What follows belongs to an exercise in optimizing a design on an open flow for small area and a short achievable clock period; a production flow would make more cautious choices.
Where RTL was checked, it was by simulation tests only, not by an equivalence proof against the original.

==> inputs of maple <==
Design vga_top, start of the top module:
module vga_top(
	input ClkPort,
	input Reset,
	input BtnC,
	input BtnU,
	input BtnR,
	input BtnL,
	output hSync, vSync,
	output [3:0] vgaR, vgaG, vgaB,
	output An0, An1, An2, An3, An4, An5, An6, An7,
	output Ca, Cb, Cc, Cd, Ce, Cf, Cg, Dp,
	output QuadSpiFlashCS
	);
make LEC_CHECK=0 CAP_MARGIN=20 CORE_MARGIN=2 CORE_UTILIZATION=40 SLEW_MARGIN=20 finish   # period 30.0 ns
run.sh (not shown) runs the stock make flow with config.mk's settings and CLKGATE_MAP_FILE= SYNTH_SCRIPT=/design/flow/synth_recipe.tcl, a recipe that flattens the netlist after the stock synthesis.
==> inputs of onyx, as changes to maple <==
--- a/flow/design.v
+++ b/flow/design.v
@@ -50,18 +50,15 @@
 	input BtnC,
 	input Reset,
 	input rst,
 	input [6:0] hq_n,             
 	input [3:0] hr_n,
 	input [9:0] v_n,
-	output reg player_f,          
-	output reg bullet_f,
-	output reg bullet_black_f,    
-	output reg [2:0] col_f,       
-	output reg [2:0] row_f,       
-	output reg [9:1] eb_f,        
+	input bright_n,
+	input stars_n,
+	output reg [4:0] colour,      
 	output reg [5:0] k,           
 	output reg [5:0] bk,          
 	output reg bvalid,
 	output reg [9:0] ben_v,
 	output reg [6:0] eq,          
 	output reg [3:0] er,
@@ -366,20 +363,46 @@
 	generate for (gi = 1; gi <= 9; gi = gi + 1) begin : ebf
 		localparam C = (gi - 1) % 3, R = (gi - 1) / 3;
 		assign eb_fire[gi] = xin_f[C] & yin_f[R];
 		assign eb_hold[gi] = en[gi] & ~stop_v[gi] & t_hin(hq_n, hq1_n, hr_n, bq[gi], br[gi]) &
 		                     t_vin(va_n, va1_n, v_n[2:0], by5_v[gi]);
 	end endgenerate
-	always @(posedge clk) begin
-		player_f <= t_player(hq_n, hr_n, v_n, k_n);
-		bullet_f <= any_hit ? bul_alt : bul_org;
-		bullet_black_f <= any_hit | (bv2 >= 10'd399);
-		col_f <= t_cols(hq_n, hr_n, eq_n, er_n);
-		row_f <= t_rows(v_n, y_n);
-		eb_f <= (shoot & eb_fire) | (~shoot & eb_hold);
-	end
+	wire p_n = t_player(hq_n, hr_n, v_n, k_n);
+	wire bu_n = any_hit ? bul_alt : bul_org;
+	wire bb_n = any_hit | (bv2 >= 10'd399);
+	wire [2:0] c_n = t_cols(hq_n, hr_n, eq_n, er_n);
+	wire [2:0] r_n = t_rows(v_n, y_n);
+	wire [9:1] e_n = {c_n[2] & r_n[2], c_n[1] & r_n[2], c_n[0] & r_n[2],
+	                  c_n[2] & r_n[1], c_n[1] & r_n[1], c_n[0] & r_n[1],
+	                  c_n[2] & r_n[0], c_n[1] & r_n[0], c_n[0] & r_n[0]};
+	wire [9:1] b_n = (shoot & eb_fire) | (~shoot & eb_hold);
+	wire [9:1] dead_n = wave_end ? 9'd0 : dead3;
+	wire go_n = game_over | (|phit);
+	wire splash_n = &dead_n;
+	wire e_any = |e_n;
+	wire e_white = |(e_n & ~dead_n & 9'b111111110);
+	wire e_green = e_n[1] & ~dead_n[1];
+	wire [9:1] b_first;
+	assign b_first[1] = b_n[1];
+	generate for (gi = 2; gi <= 9; gi = gi + 1) begin : bf
+		assign b_first[gi] = b_n[gi] & ~|b_n[gi-1:1];
+	end endgenerate
+	wire b_any = |b_n;
+	wire b_white = |(b_first & ~dead_n);
+	wire low_white = e_any ? e_white : b_any ? b_white : stars_n;
+	wire low_green = e_any & e_green;
+	wire [4:0] col_n =
+		~bright_n ? 5'b00000 :
+		go_n ? 5'b11010 :
+		splash_n ? 5'b01100 :
+		p_n ? 5'b00011 :
+		bu_n ? (bb_n ? 5'b00000 : 5'b10000) :
+		low_green ? 5'b01100 :
+		low_white ? 5'b11111 : 5'b00000;
+	always @(posedge clk)
+		colour <= col_n;
 	integer i;
 	always @(posedge clk) begin
 		for (i = 1; i <= 9; i = i + 1) begin
 			bq[i] <= bq_n[i];
 			br[i] <= br_n[i];
 			by[i] <= by_n[i];
@@ -453,12 +476,14 @@
 	output reg [6:0] hq,
 	output reg [3:0] hr,
 	output reg [9:0] vCount,
 	output reg [6:0] hq_n,       
 	output reg [3:0] hr_n,
 	output reg [9:0] v_n,
+	output reg bright_n,         
+	output stars_n,              
 	output [1:0] div_out,
 	output stars
 	);
 	reg [1:0] div;
 	wire clk25_en = (div == 2'd0);
 	assign div_out = div;
@@ -504,91 +529,79 @@
 			end else begin
 				hq_n = 0; hr_n = 0;
 				v_n = (vCount < 10'd524) ? vCount + 10'd1 : 10'd0;
 			end
 		end
 	end
+	reg [4:0] s17_n;
+	reg [3:0] v13_n;
+	always @(*) begin
+		s17_n = s17; v13_n = v13;
+		if (rst) begin
+			s17_n = 0; v13_n = 0;
+		end else if (clk25_en) begin
+			if (!h_end)
+				s17_n = (s17 == 5'd16) ? 5'd0 : s17 + 5'd1;
+			else if (vCount < 10'd524) begin
+				s17_n = v17_inc;
+				v13_n = (v13 == 4'd12) ? 4'd0 : v13 + 4'd1;
+			end else begin
+				s17_n = 0; v13_n = 0;
+			end
+		end
+	end
+	assign stars_n = (s17_n == 5'd0) && (v13_n == 4'd0);
 	assign hSync = (hq < 7'd9) || (hq == 7'd9 && hr < 4'd6);    
 	assign vSync = (vCount < 2) ? 1 : 0;
 	assign stars = (s17 == 5'd0) && (v13 == 4'd0);
 	wire h_vis = ((hq > 7'd14) || (hq == 7'd14 && hr > 4'd3)) &&
 	             ((hq < 7'd78) || (hq == 7'd78 && hr < 4'd4));
-	always @(posedge clk)
+	always @(*)
 		if (rst)
-			bright <= 0;
+			bright_n = 0;
 		else if (clk25_en)
-			bright <= h_vis && vCount > 10'd34 && vCount < 10'd516;
+			bright_n = h_vis && vCount > 10'd34 && vCount < 10'd516;
+		else
+			bright_n = bright;
+	always @(posedge clk)
+		bright <= bright_n;
 endmodule
 `timescale 1ns / 1ps
 module vga_bitchange(
 	input clk,
 	input rst,
-	input bright,
+	input bright_n,
 	input BtnC,
 	input button,
 	input BtnR,
 	input BtnL,
 	input [6:0] hq_n,
 	input [3:0] hr_n,
 	input [9:0] v_n,
-	input stars,
+	input stars_n,
 	output reg [11:0] rgb,
 	output [15:0] score
 	);
 	parameter BLACK = 12'b0000_0000_0000;
 	parameter WHITE = 12'b1111_1111_1111;
 	parameter RED   = 12'b1111_0000_0000;
 	parameter GREEN = 12'b0000_1111_0000;
 	parameter BLUE  = 12'b0000_0000_1111;
 	parameter PINK  = 12'b1111_1100_1101;
-	wire player_f, bullet_f, bullet_black_f;
-	wire [2:0] col_f, row_f;
-	wire [9:1] b;
-	wire [8:0] dead;
+	wire [4:0] colour;
 	wire game_over, splash_screen;
+	wire [8:0] dead;
 	assign score = 16'd0;
 	game_logic gl(.clk(clk), .rst(rst), .BtnR(BtnR), .BtnL(BtnL), .BtnC(BtnC), .Reset(button),
-		.hq_n(hq_n), .hr_n(hr_n), .v_n(v_n),
-		.player_f(player_f), .bullet_f(bullet_f), .bullet_black_f(bullet_black_f),
-		.col_f(col_f), .row_f(row_f), .eb_f(b),
+		.hq_n(hq_n), .hr_n(hr_n), .v_n(v_n), .bright_n(bright_n), .stars_n(stars_n),
+		.colour(colour),
 		.k(), .bk(), .bvalid(), .ben_v(), .eq(), .er(), .enemy1_y(),
 		.bq_all(), .br_all(), .by_all(), .en_all(), .dead_all(dead),
 		.game_over(game_over), .splash_screen(splash_screen));
-	wire player = player_f, bullet = bullet_f;
-	wire colM = col_f[0], colL = col_f[1], colR = col_f[2];
-	wire rowB = row_f[0], rowM = row_f[1], rowT = row_f[2];
-	wire e1 = colM & rowB, e2 = colL & rowB, e3 = colR & rowB;
-	wire e4 = colM & rowM, e5 = colL & rowM, e6 = colR & rowM;
-	wire e7 = colM & rowT, e8 = colL & rowT, e9 = colR & rowT;
-	always @(*) begin
-		if (~bright) rgb = BLACK;
-		else if (game_over) rgb = PINK;
-		else if (splash_screen) rgb = GREEN;
-		else if (player) rgb = BLUE;
-		else if (bullet) rgb = bullet_black_f ? BLACK : RED;
-		else if (e1) rgb = dead[0] ? BLACK : GREEN;
-		else if (e2) rgb = dead[1] ? BLACK : WHITE;
-		else if (e3) rgb = dead[2] ? BLACK : WHITE;
-		else if (e4) rgb = dead[3] ? BLACK : WHITE;
-		else if (e5) rgb = dead[4] ? BLACK : WHITE;
-		else if (e6) rgb = dead[5] ? BLACK : WHITE;
-		else if (e7) rgb = dead[6] ? BLACK : WHITE;
-		else if (e8) rgb = dead[7] ? BLACK : WHITE;
-		else if (e9) rgb = dead[8] ? BLACK : WHITE;
-		else if (b[1]) rgb = dead[0] ? BLACK : WHITE;
-		else if (b[2]) rgb = dead[1] ? BLACK : WHITE;
-		else if (b[3]) rgb = dead[2] ? BLACK : WHITE;
-		else if (b[4]) rgb = dead[3] ? BLACK : WHITE;
-		else if (b[5]) rgb = dead[4] ? BLACK : WHITE;
-		else if (b[6]) rgb = dead[5] ? BLACK : WHITE;
-		else if (b[7]) rgb = dead[6] ? BLACK : WHITE;
-		else if (b[8]) rgb = dead[7] ? BLACK : WHITE;
-		else if (b[9]) rgb = dead[8] ? BLACK : WHITE;
-		else if (stars) rgb = WHITE;
-		else rgb = BLACK;
-	end
+	always @(*)
+		rgb = {{4{colour[4]}}, {2{colour[3]}}, {2{colour[2]}}, {2{colour[1]}}, colour[0], colour[1]};
 endmodule
 module counter(
 	input clk,
 	input rst,
 	input [15:0] displayNumber,
 	input [1:0] low,             
@@ -630,17 +643,17 @@
 	wire [9:0] vc, v_n;
 	wire [15:0] score;
 	wire [6:0] ssdOut;
 	wire [3:0] anode;
 	wire [11:0] rgb;
 	wire [1:0] div;
-	wire stars;
+	wire stars, bright_n, stars_n;
 	display_controller dc(.clk(ClkPort), .rst(Reset), .hSync(hSync), .vSync(vSync), .bright(bright),
-		.hq(hq), .hr(hr), .vCount(vc), .hq_n(hq_n), .hr_n(hr_n), .v_n(v_n), .div_out(div), .stars(stars));
-	vga_bitchange vbc(.clk(ClkPort), .rst(Reset), .bright(bright), .BtnC(BtnC), .button(BtnU), .BtnR(BtnR), .BtnL(BtnL),
-		.hq_n(hq_n), .hr_n(hr_n), .v_n(v_n), .stars(stars), .rgb(rgb), .score(score));
+		.hq(hq), .hr(hr), .vCount(vc), .hq_n(hq_n), .hr_n(hr_n), .v_n(v_n), .bright_n(bright_n), .stars_n(stars_n), .div_out(div), .stars(stars));
+	vga_bitchange vbc(.clk(ClkPort), .rst(Reset), .bright_n(bright_n), .BtnC(BtnC), .button(BtnU), .BtnR(BtnR), .BtnL(BtnL),
+		.hq_n(hq_n), .hr_n(hr_n), .v_n(v_n), .stars_n(stars_n), .rgb(rgb), .score(score));
 	counter cnt(.clk(ClkPort), .rst(Reset), .displayNumber(score), .low(div), .anode(anode), .ssdOut(ssdOut));
 	assign Dp = 1;
 	assign {Ca, Cb, Cc, Cd, Ce, Cf, Cg} = ssdOut[6:0];
 	assign {An7, An6, An5, An4, An3, An2, An1, An0} = {4'b1111, anode};
 	assign vgaR = rgb[11:8];
 	assign vgaG = rgb[7:4];
==> flow_summary.json <==
{
  "multi_input_area_share_pct": 64.1,
  "path_cells": "inv_1 > ha_1 > nor4b_1 > a311oi_1 > a211oi_1 > o31ai_1 > o21ai_0 > a221oi_1 > a21oi_1 > o211ai_1 > nand3_1 > nand2_1 > a211oi_1 > o21ai_0 > o21ai_0 > clkdlybuf4s50_1",
  "clk_share_pct": 4.58,
  "ys_ff_latch": 426,
  "fin_area_um2": 42100,
  "grt_use_total_pct": 23.6,
  "met2_wirelength_mm": 51.6,
  "fin_util_pct": 44.3,
  "p_seq_mw": 0.606,
  "power.leakage_nw": 17.6,
  "cpMostUsedCell": "o21ai_0",
  "nFillCells": 9411,
  "startpoint_type": "flop",
  "num_vias": 32400,
  "status": "finished clean",
  "p_total_mw": 1.73
}
The numbers above come from maple.

==> flow_summary.json <==
{
  "status": "finished clean",
  "p_seq_mw": 0.580,
  "fin_area_um2": 43800,
  "met2_wirelength_mm": 59.8,
  "grt_use_total_pct": 25.5,
  "ys_ff_latch": 413,
  "drtPass1Iterations": 5,
  "multi_input_area_share_pct": 66.0,
  "p_total_mw": 1.35,
  "clk_share_pct": 4.11,
  "fin_util_pct": 43.9,
  "num_vias": 36300,
  "power.leakage_nw": 17.6,
  "cpMostUsedCell": "inv_1"
}
The numbers above come from onyx.

Function was not checked in any run of this note: the RTL went through the layout flow alone.

==> job 396: inputs <==
vga_top, a different RTL version from the one above (not shown whole).
export LEC_CHECK = 0
export CAP_MARGIN = 20
export CORE_MARGIN = 2
export CORE_UTILIZATION = 40
export SLEW_MARGIN = 20
create_clock -name core_clock -period 30.0 [get_ports {ClkPort}]
standard.sh (not shown) runs the stock make flow with config.mk's settings and CLKGATE_MAP_FILE= SYNTH_SCRIPT=/design/flow/synth_recipe.tcl, a recipe that flattens the netlist after the stock synthesis.
==> flow/flow/run.sh <==
#!/bin/bash
# The standard layout, with plain buffers (sky130_fd_sc_hd__buf_2) on the
# ports instead of the delay cells ORFS's port buffering picks by default.
# Everything else is the standard flow's own flow (standard.sh) unchanged.
set -euo pipefail
export BUFFER_PORTS_ARGS="-buffer_cell sky130_fd_sc_hd__buf_2"
bash standard.sh "BUFFER_PORTS_ARGS=${BUFFER_PORTS_ARGS}" finish > standard_flow.log 2>&1
==> job 4078: changes against job 396 <==
--- a/flow/design.v
+++ b/flow/design.v
@@ -50,13 +50,13 @@
 	input BtnC,
 	input Reset,
 	input rst,
 	input [6:0] hq_n,             
 	input [3:0] hr_n,
 	input [9:0] v_n,
-	input bright_n,              
+	input bright_n,
 	input stars_n,
 	output reg [4:0] colour,      
 	output reg [5:0] k,           
 	output reg [5:0] bk,          
 	output reg bvalid,
 	output reg [9:0] ben_v,
@@ -118,29 +118,22 @@
 	                 tick1 ? ben_v - 10'd1 : ben_v;
 	wire ben2 = ben1 & ~lost;
 	function [2:0] cols;   
 		input [5:0] b;
 		input [6:0] q;
 		input [3:0] r;
-		cols = cols_c(b, 18, q, r);
-	endfunction
-	function [2:0] cols_c;   
-		input [5:0] b;
-		input integer c;
-		input [6:0] q;
-		input [3:0] r;
 		reg [7:0] u;       
 		reg [6:0] t;       
 		begin
-			u = {2'b0, b} + c - {1'b0, q};
+			u = {2'b0, b} + 8'd18 - {1'b0, q};
 			t = {u[2:0], 3'b0} + {u[2:0], 1'b0} + 7'd9 - {3'b0, r};
-			if (u > 8'd7) cols_c = 3'b000;
+			if (u > 8'd7) cols = 3'b000;
 			else begin
-				cols_c[0] = (t >= 7'd34) && (t <= 7'd54);
-				cols_c[1] = (t >= 7'd9) && (t <= 7'd29);
-				cols_c[2] = (t >= 7'd59) && (t <= 7'd79);
+				cols[0] = (t >= 7'd34) && (t <= 7'd54);
+				cols[1] = (t >= 7'd9) && (t <= 7'd29);
+				cols[2] = (t >= 7'd59) && (t <= 7'd79);
 			end
 		end
 	endfunction
 	function [2:0] rows;   
 		input [9:0] d;     
 		begin
@@ -155,13 +148,13 @@
 	wire [9:0] dvy = ben_v - enemy1_y;
 	wire [2:0] rw_0 = rows(dvy);                     
 	wire [2:0] rw_1 = rows(dvy - 10'd1);             
 	wire [2:0] arw = rows(10'd400 - enemy1_y);
 	wire [2:0] rw_399 = rows(10'd399 - enemy1_y);
 	wire [2:0] orw = (fire | lost) ? (tick1 & ~lost ? rw_399 : arw) : tick1 ? rw_1 : rw_0;
-	wire [2:0] ac = kup ? cols_c(k, 19, eq, er) : kdn ? cols_c(k, 17, eq, er) : oc_k;
+	wire [2:0] ac = cols(k1, eq, er);
 	wire [9:1] hit_o, hit_a;
 	generate for (gi = 0; gi < 9; gi = gi + 1) begin : hits
 		assign hit_o[gi+1] = oc[gi % 3] & orw[gi / 3] & ~dead[gi+1];
 		assign hit_a[gi+1] = ac[gi % 3] & arw[gi / 3] & ~dead[gi+1];
 	end endgenerate
 	wire [9:1] prior;    
@@ -229,54 +222,28 @@
 	wire [3:0] fr_M = (er4 >= 4'd2) ? er4 - 4'd2 : er4 + 4'd8;
 	wire [6:0] fq_L = (er4 >= 4'd3) ? eq4 - 7'd1 : eq4 - 7'd2;
 	wire [3:0] fr_L = (er4 >= 4'd3) ? er4 - 4'd3 : er4 + 4'd7;
 	wire [6:0] fq_R = (er4 >= 4'd7) ? eq4 + 7'd4 : eq4 + 7'd3;
 	wire [3:0] fr_R = (er4 >= 4'd7) ? er4 - 4'd7 : er4 + 4'd3;
 	wire [9:0] fy_B = y4, fy_M = y4 - 10'd25, fy_T = y4 - 10'd50;
-	function pw;
-		input [6:0] e0;     
-		input integer off;  
+	wire [6:0] kp = {1'b0, k1} + 7'd14;
+	function pwin;
+		input [6:0] q;
 		input [3:0] r;
-		integer j;
-		reg in03;
+		input [6:0] kp;
+		reg [6:0] e;
 		begin
-			in03 = 1'b0;
-			for (j = 0; j <= 3; j = j + 1)
-				if (e0 == ((j + off) & 127)) in03 = 1'b1;
-			pw = in03 || (e0 == ((4 + off) & 127) && r == 4'd0) ||
-			     (e0 == ((off - 1) & 127) && r >= 4'd5);
+			e = q - kp;
+			pwin = (e <= 7'd3) || (e == 7'd4 && r == 4'd0) || (e == 7'h7f && r >= 4'd5);
 		end
 	endfunction
 	function yhit;
 		input [9:0] y;
 		yhit = (y >= 10'd390) && (y <= 10'd440);
 	endfunction
-	function pwin3;     
-		input [6:0] e0;
-		input [3:0] r;
-		input up, dn;
-		reg ok;
-		reg [2:0] l;        
-		begin
-			ok = (e0[6:3] == 4'b0000 && e0[2:0] <= 3'd5) || (e0[6:1] == 6'b111111);
-			l = e0[2:0];
-			if (up)         
-				pwin3 = ok && ((l >= 3'd1 && l <= 3'd4) || (l == 3'd5 && r == 4'd0) || (l == 3'd0 && r >= 4'd5));
-			else if (dn)    
-				pwin3 = ok && ((l == 3'd7 || l <= 3'd2) || (l == 3'd3 && r == 4'd0) || (l == 3'd6 && r >= 4'd5));
-			else
-				pwin3 = ok && ((l <= 3'd3) || (l == 3'd4 && r == 4'd0) || (l == 3'd7 && r >= 4'd5));
-		end
-	endfunction
-	wire [6:0] kb = {1'b0, k} + 7'd14;
-	wire [6:0] base_e = eq - kb;
-	wire signed [2:0] m_e = ~move_due ? 3'sd0 : (bnd4 ? ((er == 4'd9) ? 3'sd1 : 3'sd0) : ((er == 4'd0) ? -3'sd1 : 3'sd0));
-	wire [6:0] e_M = base_e + {{4{m_e[2]}}, m_e} + ((er4 >= 4'd2) ? 7'd1 : 7'd0);
-	wire [6:0] e_L = base_e + {{4{m_e[2]}}, m_e} - ((er4 >= 4'd3) ? 7'd1 : 7'd2);
-	wire [6:0] e_R = base_e + {{4{m_e[2]}}, m_e} + ((er4 >= 4'd7) ? 7'd4 : 7'd3);
-	wire [2:0] xf = {pwin3(e_R, fr_R, kup, kdn), pwin3(e_L, fr_L, kup, kdn), pwin3(e_M, fr_M, kup, kdn)};
+	wire [2:0] xf = {pwin(fq_R, fr_R, kp), pwin(fq_L, fr_L, kp), pwin(fq_M, fr_M, kp)};
 	wire [2:0] yf = {yhit(fy_T), yhit(fy_M), yhit(fy_B)};
 	wire [9:1] en_n, phit, stop_v;
 	wire [9:0] by5_v [1:9];
 	wire [6:0] bq_n [1:9];
 	wire [3:0] br_n [1:9];
 	wire [9:0] by_n [1:9];
@@ -290,13 +257,13 @@
 		assign by5_v[gi] = by5;
 		assign bq_n[gi] = ~shoot[gi] ? bq[gi] : (C == 0) ? fq_M : (C == 1) ? fq_L : fq_R;
 		assign br_n[gi] = ~shoot[gi] ? br[gi] : (C == 0) ? fr_M : (C == 1) ? fr_L : fr_R;
 		assign by_n[gi] = ~shoot[gi] ? by5 : (R == 0) ? fy_B : (R == 1) ? fy_M : fy_T;
 		assign en_n[gi] = shoot[gi] | (en[gi] & ~stop);
 		wire vh = mv ? (by[gi] >= 10'd389) && (by[gi] <= 10'd439) : yhit(by[gi]);
-		assign phit[gi] = shoot[gi] ? (xf[C] & yf[R]) : (en[gi] & vh & pwin3(bq[gi] - kb, br[gi], kup, kdn));
+		assign phit[gi] = shoot[gi] ? (xf[C] & yf[R]) : (en[gi] & vh & pwin(bq[gi], br[gi], kp));
 	end endgenerate
 	wire all_dead = &dead3;
 	wire wave_end = (div_clk5 == 13'h0b43);
 	wire [12:0] div_clk5_n = wave_end ? 13'h0001 : ~all_dead ? div_clk5 :
 		{div_clk5[11:0], div_clk5[12] ^ div_clk5[3] ^ div_clk5[2] ^ div_clk5[0]};
 	function t_player;    
@@ -387,13 +354,14 @@
 	wire [5:0] k_n = wave_end ? 6'd20 : k1;
 	wire [6:0] eq_n = wave_end ? 7'd34 : eq4;
 	wire [3:0] er_n = wave_end ? 4'd0 : er4;
 	wire [9:0] y_n = wave_end ? 10'd84 : y4;
 	wire bul_alt = t_bullet(hq_n, hr_n, v_n, 1'b1, k1, 10'd400);
 	wire bul_org = t_bullet(hq_n, hr_n, v_n, fire | bvalid, fire ? k : bk, bv2);
-	wire [2:0] xin_f, yin_f;     
+	wire [2:0] xin_f = {t_hin(hq_n, hq1_n, hr_n, fq_R, fr_R), t_hin(hq_n, hq1_n, hr_n, fq_L, fr_L), t_hin(hq_n, hq1_n, hr_n, fq_M, fr_M)};
+	wire [2:0] yin_f = {t_vin(va_n, va1_n, v_n[2:0], fy_T), t_vin(va_n, va1_n, v_n[2:0], fy_M), t_vin(va_n, va1_n, v_n[2:0], fy_B)};
 	wire [9:1] eb_hold, eb_fire;
 	generate for (gi = 1; gi <= 9; gi = gi + 1) begin : ebf
 		localparam C = (gi - 1) % 3, R = (gi - 1) / 3;
 		assign eb_fire[gi] = xin_f[C] & yin_f[R];
 		assign eb_hold[gi] = en[gi] & ~stop_v[gi] & t_hin(hq_n, hq1_n, hr_n, bq[gi], br[gi]) &
 		                     t_vin(va_n, va1_n, v_n[2:0], by5_v[gi]);
@@ -499,33 +467,12 @@
 			t_rw[1] = sin11(d, -25 + sh, -5 + sh);
 			t_rw[2] = sin11(d, -50 + sh, -30 + sh);
 		end
 	endfunction
 	wire [10:0] dye = {1'b0, v_n} - {1'b0, enemy1_y};
 	wire [2:0] r_n = wave_end ? t_rows(v_n, 10'd84) : turn ? t_rw(dye, 10) : t_rw(dye, 0);
-	function [2:0] t_fx;    
-		input [7:0] u;
-		input [6:0] te;
-		input integer s;
-		begin
-			t_fx[0] = (u <= 8'd8) && (te >= 7'd47 + s) && (te <= 7'd52 + s);
-			t_fx[1] = (u <= 8'd8) && (te >= 7'd26 + s) && (te <= 7'd31 + s);
-			t_fx[2] = (u <= 8'd8) && (te >= 7'd72 + s) && (te <= 7'd77 + s);
-		end
-	endfunction
-	function [2:0] t_fy;    
-		input [10:0] d;
-		input integer sh;
-		begin
-			t_fy[0] = sin11(d, 0 + sh, 5 + sh);
-			t_fy[1] = sin11(d, -25 + sh, -20 + sh);
-			t_fy[2] = sin11(d, -50 + sh, -45 + sh);
-		end
-	endfunction
-	assign xin_f = ~move_due ? t_fx(ue, te, 0) : bnd4 ? t_fx(ue, te, 1) : t_fx(ue, te, -1);
-	assign yin_f = turn ? t_fy(dye, 10) : t_fy(dye, 0);
 	wire [9:1] e_n = {c_n[2] & r_n[2], c_n[1] & r_n[2], c_n[0] & r_n[2],
 	                  c_n[2] & r_n[1], c_n[1] & r_n[1], c_n[0] & r_n[1],
 	                  c_n[2] & r_n[0], c_n[1] & r_n[0], c_n[0] & r_n[0]};
 	wire [9:1] b_n = (shoot & eb_fire) | (~shoot & eb_hold);
 	wire [9:1] dead_n = wave_end ? 9'd0 : dead3;
 	wire go_n = game_over | (|phit);
@@ -548,16 +495,13 @@
 		splash_n ? 5'b01100 :
 		p_n ? 5'b00011 :
 		bu_n ? (bb_n ? 5'b00000 : 5'b10000) :
 		low_green ? 5'b01100 :
 		low_white ? 5'b11111 : 5'b00000;
 	always @(posedge clk)
-		if (rst)
-			colour <= 5'b00000;
-		else
-			colour <= col_n;
+		colour <= col_n;
 	integer i;
 	always @(posedge clk) begin
 		for (i = 1; i <= 9; i = i + 1) begin
 			bq[i] <= bq_n[i];
 			br[i] <= br_n[i];
 			by[i] <= by_n[i];
@@ -690,39 +634,43 @@
 	end
 	wire [4:0] v17_inc = (v17 == 5'd16) ? 5'd0 : v17 + 5'd1;
 	reg [4:0] s17_n;
 	reg [3:0] v13_n;
 	always @(*) begin
 		s17_n = s17; v13_n = v13;
-		if (clk25_en) begin
+		if (rst) begin
+			s17_n = 0; v13_n = 0;
+		end else if (clk25_en) begin
 			if (!h_end)
 				s17_n = (s17 == 5'd16) ? 5'd0 : s17 + 5'd1;
 			else if (v_more) begin
 				s17_n = v17_inc;
 				v13_n = (v13 == 4'd12) ? 4'd0 : v13 + 4'd1;
 			end else begin
 				s17_n = 0; v13_n = 0;
 			end
 		end
 	end
 	assign stars_n = (s17_n == 5'd0) && (v13_n == 4'd0);
 	always @(posedge clk) begin
-		s17 <= rst ? 5'd0 : s17_n;
-		v13 <= rst ? 4'd0 : v13_n;
+		s17 <= s17_n;
+		v13 <= v13_n;
 		if (rst)
 			v17 <= 0;
 		else if (clk25_en && h_end)
 			v17 <= v_more ? v17_inc : 5'd0;
 	end
 	always @(*)
-		if (clk25_en)
+		if (rst)
+			bright_n = 0;
+		else if (clk25_en)
 			bright_n = h_vis;
 		else
 			bright_n = bright;
 	always @(posedge clk)
-		bright <= rst ? 1'b0 : bright_n;
+		bright <= bright_n;
 endmodule
 `timescale 1ns / 1ps
 module vga_bitchange(
 	input clk,
 	input rst,
 	input bright_n,
@@ -762,22 +710,24 @@
 	input [15:0] displayNumber,
 	input [1:0] low,             
 	output reg [3:0] anode,
 	output [6:0] ssdOut
 	);
 	reg [8:0] refresh_hi;        
-	wire [8:0] refresh_n = rst ? 9'd0 : (low == 2'b11) ? refresh_hi + 9'd1 : refresh_hi;
-	always @(posedge clk) begin
-		refresh_hi <= refresh_n;
-		case (refresh_n[8:7])
-		2'b00: anode <= 4'b0111;
-		2'b01: anode <= 4'b1011;
-		2'b10: anode <= 4'b1101;
-		2'b11: anode <= 4'b1110;
+	always @(posedge clk)
+		if (rst)
+			refresh_hi <= 9'd0;
+		else if (low == 2'b11)
+			refresh_hi <= refresh_hi + 9'd1;
+	always @(*)
+		case (refresh_hi[8:7])
+		2'b00: anode = 4'b0111;
+		2'b01: anode = 4'b1011;
+		2'b10: anode = 4'b1101;
+		2'b11: anode = 4'b1110;
 		endcase
-	end
 	assign ssdOut = 7'b0000001;
 endmodule
 `timescale 1ns / 1ps
 module vga_top(
 	input ClkPort,
 	input Reset,
==> flow/run.sh (new file) <==
#!/bin/bash
# synth_recipe.tcl (not shown) runs the flow's synth.tcl, then flattens the netlist and writes it again
# the make line also repeats each setting of config.mk as NAME=value (left out here)
make -C /OpenROAD-flow-scripts/flow DESIGN_CONFIG=/design/flow/config.mk WORK_HOME=/design/flow/orfs CLKGATE_MAP_FILE= SYNTH_SCRIPT=/design/flow/synth_recipe.tcl finish
removed: flow/flow/run.sh
removed: flow/standard.sh
==> job 915: changes against job 396 <==
==> flow/run.sh (new file) <==
#!/bin/bash
# synth_recipe.tcl (not shown) runs the flow's synth.tcl, then flattens the netlist and writes it again
# the make line also repeats each setting of config.mk as NAME=value (left out here)
make -C /OpenROAD-flow-scripts/flow DESIGN_CONFIG=/design/flow/config.mk WORK_HOME=/design/flow/orfs CLKGATE_MAP_FILE= SYNTH_SCRIPT=/design/flow/synth_recipe.tcl finish
removed: flow/flow/run.sh
removed: flow/standard.sh
==> job 148: changes against job 396 <==
--- a/flow/design.v
+++ b/flow/design.v
@@ -50,13 +50,12 @@
 	input BtnC,
 	input Reset,
 	input rst,
 	input [6:0] hq_n,             
 	input [3:0] hr_n,
 	input [9:0] v_n,
-	input bright_n,              
 	input stars_n,
 	output reg [4:0] colour,      
 	output reg [5:0] k,           
 	output reg [5:0] bk,          
 	output reg bvalid,
 	output reg [9:0] ben_v,
@@ -540,24 +539,20 @@
 	end endgenerate
 	wire b_any = |b_n;
 	wire b_white = |(b_first & ~dead_n);
 	wire low_white = e_any ? e_white : b_any ? b_white : stars_n;
 	wire low_green = e_any & e_green;
 	wire [4:0] col_n =
-		~bright_n ? 5'b00000 :
 		go_n ? 5'b11010 :
 		splash_n ? 5'b01100 :
 		p_n ? 5'b00011 :
 		bu_n ? (bb_n ? 5'b00000 : 5'b10000) :
 		low_green ? 5'b01100 :
 		low_white ? 5'b11111 : 5'b00000;
 	always @(posedge clk)
-		if (rst)
-			colour <= 5'b00000;
-		else
-			colour <= col_n;
+		colour <= col_n;
 	integer i;
 	always @(posedge clk) begin
 		for (i = 1; i <= 9; i = i + 1) begin
 			bq[i] <= bq_n[i];
 			br[i] <= br_n[i];
 			by[i] <= by_n[i];
@@ -711,24 +706,26 @@
 		if (rst)
 			v17 <= 0;
 		else if (clk25_en && h_end)
 			v17 <= v_more ? v17_inc : 5'd0;
 	end
 	always @(*)
-		if (clk25_en)
+		if (rst)
+			bright_n = 0;
+		else if (clk25_en)
 			bright_n = h_vis;
 		else
 			bright_n = bright;
 	always @(posedge clk)
-		bright <= rst ? 1'b0 : bright_n;
+		bright <= bright_n;
 endmodule
 `timescale 1ns / 1ps
 module vga_bitchange(
 	input clk,
 	input rst,
-	input bright_n,
+	input bright,
 	input BtnC,
 	input button,
 	input BtnR,
 	input BtnL,
 	input [6:0] hq_n,
 	input [3:0] hr_n,
@@ -745,19 +742,19 @@
 	parameter PINK  = 12'b1111_1100_1101;
 	wire [4:0] colour;
 	wire game_over, splash_screen;
 	wire [8:0] dead;
 	assign score = 16'd0;
 	game_logic gl(.clk(clk), .rst(rst), .BtnR(BtnR), .BtnL(BtnL), .BtnC(BtnC), .Reset(button),
-		.hq_n(hq_n), .hr_n(hr_n), .v_n(v_n), .bright_n(bright_n), .stars_n(stars_n),
+		.hq_n(hq_n), .hr_n(hr_n), .v_n(v_n), .stars_n(stars_n),
 		.colour(colour),
 		.k(), .bk(), .bvalid(), .ben_v(), .eq(), .er(), .enemy1_y(),
 		.bq_all(), .br_all(), .by_all(), .en_all(), .dead_all(dead),
 		.game_over(game_over), .splash_screen(splash_screen));
 	always @(*)
-		rgb = {{4{colour[4]}}, {2{colour[3]}}, {2{colour[2]}}, {2{colour[1]}}, colour[0], colour[1]};
+		rgb = {12{bright}} & {{4{colour[4]}}, {2{colour[3]}}, {2{colour[2]}}, {2{colour[1]}}, colour[0], colour[1]};
 endmodule
 module counter(
 	input clk,
 	input rst,
 	input [15:0] displayNumber,
 	input [1:0] low,             
@@ -800,13 +797,13 @@
 	wire [3:0] anode;
 	wire [11:0] rgb;
 	wire [1:0] div;
 	wire bright_n, stars_n;
 	display_controller dc(.clk(ClkPort), .rst(Reset), .hSync(hSync), .vSync(vSync), .bright(bright),
 		.hq_n(hq_n), .hr_n(hr_n), .v_n(v_n), .bright_n(bright_n), .stars_n(stars_n), .div_out(div));
-	vga_bitchange vbc(.clk(ClkPort), .rst(Reset), .bright_n(bright_n), .BtnC(BtnC), .button(BtnU), .BtnR(BtnR), .BtnL(BtnL),
+	vga_bitchange vbc(.clk(ClkPort), .rst(Reset), .bright(bright), .BtnC(BtnC), .button(BtnU), .BtnR(BtnR), .BtnL(BtnL),
 		.hq_n(hq_n), .hr_n(hr_n), .v_n(v_n), .stars_n(stars_n), .rgb(rgb), .score(score));
 	counter cnt(.clk(ClkPort), .rst(Reset), .displayNumber(score), .low(div), .anode(anode), .ssdOut(ssdOut));
 	assign Dp = 1;
 	assign {Ca, Cb, Cc, Cd, Ce, Cf, Cg} = ssdOut[6:0];
 	assign {An7, An6, An5, An4, An3, An2, An1, An0} = {4'b1111, anode};
 	assign vgaR = rgb[11:8];
==> flow/run.sh (new file) <==
#!/bin/bash
# synth_recipe.tcl (not shown) runs the flow's synth.tcl, then flattens the netlist and writes it again
# the make line also repeats each setting of config.mk as NAME=value (left out here)
make -C /OpenROAD-flow-scripts/flow DESIGN_CONFIG=/design/flow/config.mk WORK_HOME=/design/flow/orfs CLKGATE_MAP_FILE= SYNTH_SCRIPT=/design/flow/synth_recipe.tcl finish
removed: flow/flow/run.sh
removed: flow/standard.sh
==> impl_metrics.tcl <==
set metrics [dict create \
    outcome "complete, no violations" \
    layout.cells.most_common "sky130_fd_sc_hd__xnor2_1" \
    utilization 0.439 \
    total_leakage_power_uw 0.0184 \
    global_route.usage.met1 0.342 \
    avgSynthCellArea_um2 8.27 \
    fmaxAchievable_mhz 112 \
    non_clock_buffer_count 113 \
    synth_simple_gate_area_share 0.200 \
    design.seq.count 418 \
    groute.usage.overall 0.249 \
]
That was job 4078.
==> impl_metrics.tcl <==
set metrics [dict create \
    outcome "complete, no violations" \
    utilization 0.435 \
    avgSynthCellArea_um2 8.16 \
    global_route.usage.met1 0.331 \
    total_leakage_power_uw 0.0180 \
    layout.cells.most_common "sky130_fd_sc_hd__ha_1" \
    fmaxAchievable_mhz 127 \
]
That was job 148.
==> impl_metrics.tcl <==
set metrics [dict create \
    outcome "complete, no violations" \
    total_leakage_power_uw 0.0184 \
    synth_simple_gate_area_share 0.217 \
    layout.cells.most_common "sky130_fd_sc_hd__ha_1" \
    fmaxAchievable_mhz 124 \
    timing.max_cap.violations 0 \
    utilization 0.437 \
    global_route.usage.met1 0.357 \
    groute.usage.overall 0.258 \
    avgSynthCellArea_um2 8.14 \
]
That was job 396.
==> impl_metrics.tcl <==
set metrics [dict create \
    cp_num_buf_inv 3 \
    outcome "complete, no violations" \
    fmaxAchievable_mhz 123 \
    groute.usage.overall 0.255 \
    synth_simple_gate_area_share 0.217 \
    global_route.usage.met1 0.349 \
    avgSynthCellArea_um2 8.14 \
    layout.cells.most_common "sky130_fd_sc_hd__ha_1" \
    total_leakage_power_uw 0.0183 \
    footprint_of_the_multi_input_gates_um2 29100 \
]
That was job 915.

==> separate check: timing with driven ports <==
The flow's constraints put no driver on any port. The routed layouts listed below were extracted and timed again, unchanged, in two steps.
Step 1: set_driving_cell puts a clkbuf_16 on ClkPort and a buf_2 on each other input, an assumption about the parent block.
Step 2 moves the port delays by t, midway between the first and last clock arrival at a register: inputs arrive t later, outputs are due t later. That takes back most of the time a late clock gives input paths.
a / b / c = no drivers / after step 1 / after step 2; a / b = the first two.
run | shift t [ns] | setup slack, ns | worst setup path at the end | latest minus earliest clock arrival (ns) | worst data-port slew with drivers (ns)
maple | 0.702 | 18.948 / 18.880 / 18.824 | input to register | 0.049 / 0.050 | 0.05
onyx | 0.701 | 17.816 / 17.780 / 17.079 | input to register | 0.047 / 0.048 | 0.10
job 396 | 0.688 | 21.931 / 21.931 / 21.822 | input to register | 0.029 / 0.029 | 0.04
job 4078 | 0.710 | 21.036 / 21.036 / 21.036 | register to register | 0.043 / 0.043 | 0.05
job 915 | 0.682 | 21.876 / 21.876 / 21.799 | input to register | 0.040 / 0.040 | 0.04
job 148 | 0.692 | 22.156 / 22.082 / 21.951 | input to register | 0.053 / 0.054 | 0.03
After both steps setup and hold are still met in every run listed. For onyx, which loses most, drivers alone change the setup slack by -0.036 ns; drivers and shift together by -0.737 ns.
